Source: an optimization exercise on an open RTL-to-GDS flow (aim: small area, a short achievable clock period and few clock cycles). Production flows keep margins and buffers that such runs may drop. The RTL was checked by simulation tests, not by an equivalence proof against the original design. Power figures rest on the tool's default switching activity, not on a simulated workload.

// medianFilter
module medianFilter(
	output	[7:0]		out,
	output 	[18:0]	out_address,
	output				out_valid,
	output	[18:0]	address_a,
	output	[18:0]	address_b,
	input		[7:0]		q_a,
	input		[7:0]		q_b,
	input					clk,
	input 				rst
);
Settings: LEC_CHECK=0, ABC_AREA=1, CAP_MARGIN=20, CORE_MARGIN=2, CORE_UTILIZATION=60, CTS_BUF_LIST=sky130_fd_sc_hd__clkbuf_16, CTS_CLUSTER_DIAMETER=100, CTS_CLUSTER_SIZE=30, PLACE_DENSITY=0.75, SETUP_SLACK_MARGIN=4.5, SLEW_MARGIN=20; clock period 7.0 ns.
run.sh (not shown) runs the stock make flow with config.mk's settings and CLKGATE_MAP_FILE= SYNTH_SCRIPT=/design/flow/synth_recipe.tcl, a recipe that flattens the netlist after the stock synthesis.
Testbench counts at the start, summed over its fixed seeds: cycles 1,843,228.
Rerun with:
ABC_AREA = unset   (was 1)
SETUP_SLACK_MARGIN = 4.7   (was 4.5)
After rerunning: Routed wire length goes down by about 4.6%. Worst setup slack gets worse by 42 ps. Final cell count fell by 23%. Combinational power came out lower by about 17%.
Rerun with:
SETUP_SLACK_MARGIN = 4.5   (was 4.7)
Effect: First-iteration DRC count shrinks by 24%. Via count shrinks by 2.9%. Fmax went down by about 2.4%. Clock power came out higher by about 5%. Die area is unchanged.


The RTL this note starts from:
==> flow/design.v <==
module ge8(input [7:0] a, b, output y);
wire [7:0] g0 = a & ~b, l0 = ~a & b;
wire [3:0] g1, l1;
wire [1:0] g2, l2;
genvar i;
generate for (i = 0; i < 4; i = i + 1) begin : m1
	assign g1[i] = g0[2*i+1] | ~l0[2*i+1] & g0[2*i];
	assign l1[i] = l0[2*i+1] | ~g0[2*i+1] & l0[2*i];
end endgenerate
generate for (i = 0; i < 2; i = i + 1) begin : m2
	assign g2[i] = g1[2*i+1] | ~l1[2*i+1] & g1[2*i];
	assign l2[i] = l1[2*i+1] | ~g1[2*i+1] & l1[2*i];
end endgenerate
assign y = ~(l2[1] | ~g2[1] & l2[0]);
endmodule
module comparator_9(
	input	[7:0]	l_lo, l_md, l_hi,
	input	[7:0]	c_lo, c_md, c_hi,
	input	[7:0]	r_lo, r_md, r_hi,
	input			lc_lo, lc_md, lc_hi,
	output			cr_lo, cr_md, cr_hi,
	output	[7:0]	x, y, z
);
wire lr_lo, lr_md, lr_hi;
ge8 g0(.a(c_lo), .b(r_lo), .y(cr_lo));
ge8 g1(.a(c_md), .b(r_md), .y(cr_md));
ge8 g2(.a(c_hi), .b(r_hi), .y(cr_hi));
ge8 g3(.a(l_lo), .b(r_lo), .y(lr_lo));
ge8 g4(.a(l_md), .b(r_md), .y(lr_md));
ge8 g5(.a(l_hi), .b(r_hi), .y(lr_hi));
assign x = (lc_lo & lr_lo) ? l_lo : (!lc_lo & cr_lo) ? c_lo : r_lo;
assign y = (lc_md ^ lr_md) ? l_md : (lc_md ^ cr_md) ? r_md : c_md;
assign z = (!lc_hi & !lr_hi) ? l_hi : (lc_hi & !cr_hi) ? c_hi : r_hi;
endmodule
module med3(input [7:0] a, b, c, output [7:0] y);
wire ab, ac, bc;
ge8 g0(.a(a), .b(b), .y(ab));
ge8 g1(.a(a), .b(c), .y(ac));
ge8 g2(.a(b), .b(c), .y(bc));
assign y = (ab ^ ac) ? a : (ab ^ bc) ? c : b;
endmodule
module sort3(
	input	[7:0]	a, m, b,
	input			am, ab, mb,
	output	[7:0]	lo, md, hi,
	output			m_lo, m_hi
);
assign hi = (am & ab) ? a : (!am & mb) ? m : b;
assign lo = (!am & !ab) ? a : (am & !mb) ? m : b;
assign md = (am ^ ab) ? a : (am ^ mb) ? b : m;
assign m_hi = !am & mb;
assign m_lo = am & !mb;
endmodule
module CU(
	input						clk,
	input						rst,
	output reg	[2:0]		ph,			 
	output reg	[17:0]	rd_pair,		 
	output reg				border,		 
	output reg	[18:0]	out_address,
	output reg				out_valid
);
localparam NPAIR = 153600;            
localparam RD_START = 18'd261904;     
localparam RD_LAST  = 18'd153839;     
reg	[1:0]	warm;                       
reg	[3:0]	m15;                        
wire [17:0] opair = out_address[18:1];
wire row_first = ~|opair[17:8] & ~&opair[7:4] & ~(opair[7:4] == 4'hE & &opair[3:0]);
wire row_last = (opair[17:8] == 10'h257) & (|opair[7:4] | &opair[3:0]);
wire row_border = row_first | row_last;
wire rd_wrap = &(rd_pair | ~RD_LAST);
wire op_wrap = &(opair | ~(NPAIR - 1));
reg first;
always @(posedge clk or negedge rst) begin
	if (!rst) begin
		first <= 1'b1;
		ph <= 3'b001;
		warm <= 2'd0;
		m15 <= 4'd0;
		out_valid <= 1'b0;
	end else begin
		first <= 1'b0;
		ph <= {ph[1:0], ph[2]};
		if (ph[2] && warm != 2'd3) warm <= warm + 2'd1;
		if (ph[1] && warm == 2'd3 && &opair[3:0])
			m15 <= (m15 == 4'd14) ? 4'd0 : m15 + 4'd1;
		out_valid <= (ph[1] && warm[1]) || (ph[0] && warm == 2'd3);
	end
end
always @(posedge clk) begin
	if (first)
		rd_pair <= 18'd0;
	else if (ph[2])
		rd_pair <= rd_wrap ? RD_START : rd_pair - 18'd479;
	else
		rd_pair <= rd_pair + 18'd240;
	if (first)
		out_address[18:1] <= 18'd0;
	else if (ph[1] && warm == 2'd3)
		out_address[18:1] <= op_wrap ? 18'd0 : opair + 18'd1;
	out_address[0] <= (ph[0]);
	border <= row_border || (m15 == 4'd14 && opair[3:1] == 3'b111 && (opair[0] == ph[2]));
end
endmodule
module DU(
	input						clk,
	input			[2:0]		ph,			 
	input						border,
	input			[7:0]		q_a,
	input			[7:0]		q_b,
	output reg	[7:0]		out
);
reg [7:0] ra;
reg [7:0] rb, b1, b2;
reg [7:0] st, sm, sb;
wire p1 = ph[1];         
wire p2 = ph[2];         
wire shift = !ph[0];     
reg s_am, s_ab, s_mb;
wire [7:0] st_n = p1 ? b2 : sm;
wire [7:0] sm_n = p1 ? b1 : p2 ? ra : sb;
wire [7:0] sb_n = p1 ? rb : q_a;
wire am_n, ab_n, mb_n;
ge8 c0(.a(st_n), .b(sm_n), .y(am_n));
ge8 c1(.a(st_n), .b(sb_n), .y(ab_n));
ge8 c2(.a(sm_n), .b(sb_n), .y(mb_n));
always @(posedge clk) begin
	ra <= q_a;
	rb <= q_b; b1 <= rb; b2 <= b1;
	st <= st_n;
	sm <= sm_n;
	sb <= sb_n;
	s_am <= am_n;
	s_ab <= ab_n;
	s_mb <= mb_n;
end
wire [7:0] s_lo, s_md, s_hi;
wire       s_tlo, s_thi;
sort3 srt(.a(st), .m(sm), .b(sb), .am(s_am), .ab(s_ab), .mb(s_mb), .lo(s_lo), .md(s_md), .hi(s_hi), .m_lo(s_tlo), .m_hi(s_thi));
reg [7:0] l_lo, l_md, l_hi;
reg       lc_lo, lc_md, lc_hi;    
wire      cr_lo, cr_md, cr_hi;    
reg [7:0] c_lo, c_md, c_hi;
reg       c_tlo, c_thi;
reg [7:0] r_lo, r_md, r_hi;
reg       r_tlo, r_thi;
always @(posedge clk) begin
	if (shift) begin
		l_lo <= c_lo; l_md <= c_md; l_hi <= c_hi;
		lc_lo <= cr_lo; lc_md <= cr_md; lc_hi <= cr_hi;
		c_lo <= r_lo; c_md <= r_md; c_hi <= r_hi; c_tlo <= r_tlo; c_thi <= r_thi;
		r_lo <= s_lo; r_md <= s_md; r_hi <= s_hi; r_tlo <= s_tlo; r_thi <= s_thi;
	end
end
wire [7:0] c_mid = c_tlo ? c_lo : c_thi ? c_hi : c_md;
wire [7:0] mx_lo, md_md, mn_hi;
comparator_9 cmp(
	.l_lo(l_lo), .l_md(l_md), .l_hi(l_hi),
	.c_lo(c_lo), .c_md(c_md), .c_hi(c_hi),
	.r_lo(r_lo), .r_md(r_md), .r_hi(r_hi),
	.lc_lo(lc_lo), .lc_md(lc_md), .lc_hi(lc_hi),
	.cr_lo(cr_lo), .cr_md(cr_md), .cr_hi(cr_hi),
	.x(mx_lo), .y(md_md), .z(mn_hi)
);
reg [7:0] x, y, z;
always @(posedge clk) begin
	x <= border ? c_mid : mx_lo;
	y <= border ? c_mid : md_md;
	z <= border ? c_mid : mn_hi;
end
wire [7:0] med;
med3 m3(.a(x), .b(y), .c(z), .y(med));
always @(posedge clk) out <= med;
endmodule
module medianFilter(
	output	[7:0]		out,
	output 	[18:0]	out_address,
	output				out_valid,
	output	[18:0]	address_a,
	output	[18:0]	address_b,
	input		[7:0]		q_a,
	input		[7:0]		q_b,
	input					clk,
	input 				rst
);
wire	[2:0]	ph;
wire			border;
wire	[17:0]	rd_pair;
CU cu(
	.clk				(clk),
	.rst				(rst),
	.ph				(ph),
	.rd_pair			(rd_pair),
	.border			(border),
	.out_address	(out_address),
	.out_valid		(out_valid)
);
assign address_a = {rd_pair, 1'b0};
assign address_b = {rd_pair, 1'b1};
DU du(
	.clk				(clk),
	.ph				(ph),
	.border			(border),
	.q_a				(q_a),
	.q_b				(q_b),
	.out				(out)
);
endmodule
clock: 7.0 ns
lec_check: 0
cap_margin: 20
core_margin: 2
core_utilization: 70
cts_buf_list: sky130_fd_sc_hd__clkbuf_16
cts_cluster_diameter: 100
cts_cluster_size: 30
place_density: 0.8
setup_slack_margin: 4.6
slew_margin: 20
Testbench counts at the start, summed over its fixed seeds: cycles 1,843,232.
Change:
==> flow/flow/run.sh (new file) <==
#!/bin/bash
# The standard layout, with the resizer free to swap a cell for one of another
# footprint (the platform otherwise only allows same-footprint swaps), so the
# port buffers and the logic on the critical paths can take faster cells.
set -euo pipefail
bash standard.sh MATCH_CELL_FOOTPRINT=0 finish > standard.log 2>&1
==> flow/standard.sh (new file) <==
#!/bin/bash
# synth_recipe.tcl (not shown) runs the flow's synth.tcl, then flattens the netlist and writes it again
# the make line also repeats each setting of config.mk as NAME=value (left out here)
make -C /OpenROAD-flow-scripts/flow DESIGN_CONFIG=/design/flow/config.mk WORK_HOME=/design/flow/orfs CLKGATE_MAP_FILE= SYNTH_SCRIPT=/design/flow/synth_recipe.tcl "${@:-finish}"
Settings changed: CORE_UTILIZATION 70 to 60, PLACE_DENSITY 0.8 to 0.75.
removed: flow/run.sh
What happened:
- cell count went up by about 2.6%
- final area barely changes
- fmax went down by about 0.4%
- wire length went down by 7.2%
- via count went down by 3.6%
- clock skew went up by 5.4 ps
- sequential share of layout area went up by 0.14 points
- critical path depth does not change
- utilization went down by 13 points

## re-timing with driven ports
No port has a modelled driver above. Below, the same layouts with a new extraction and two added sets of constraints.
Step 1: set_driving_cell puts a clkbuf_16 on clk and a buf_2 on each other input, an assumption about the parent block.
Step 2 adds t to the input delays and takes it off the output delays; t is the mean of the earliest and latest rising clock arrival at the registers after step 1. Input paths then give back, and output paths get back, about the clock's delay inside the block.
Three values: ideal ports, drivers, drivers and shift; two values: the first two.
run | shift t [ns] | setup WS [ns] | hold slack, ns
the first run of note 1 | 0.506 | 4.450 / 4.408 / 4.626 | 0.357 / 0.357 / 0.357
the second run of note 1 | 0.506 | 4.408 / 4.408 / 4.408 | 0.344 / 0.344 / 0.344
the third run of note 1 | 0.508 | 4.344 / 4.297 / 4.423 | 0.354 / 0.354 / 0.354
the first run of note 2 | 0.502 | 4.501 / 4.501 / 4.007 | 0.360 / 0.360 / 0.360
the second run of note 2 | 0.499 | 4.491 / 4.502 / 4.003 | 0.352 / 0.352 / 0.352
After both steps setup and hold are still met in every run listed. The setup slack of the first run of note 2, which loses most, moves by 0.000 ns with the drivers and by -0.494 ns with both steps.
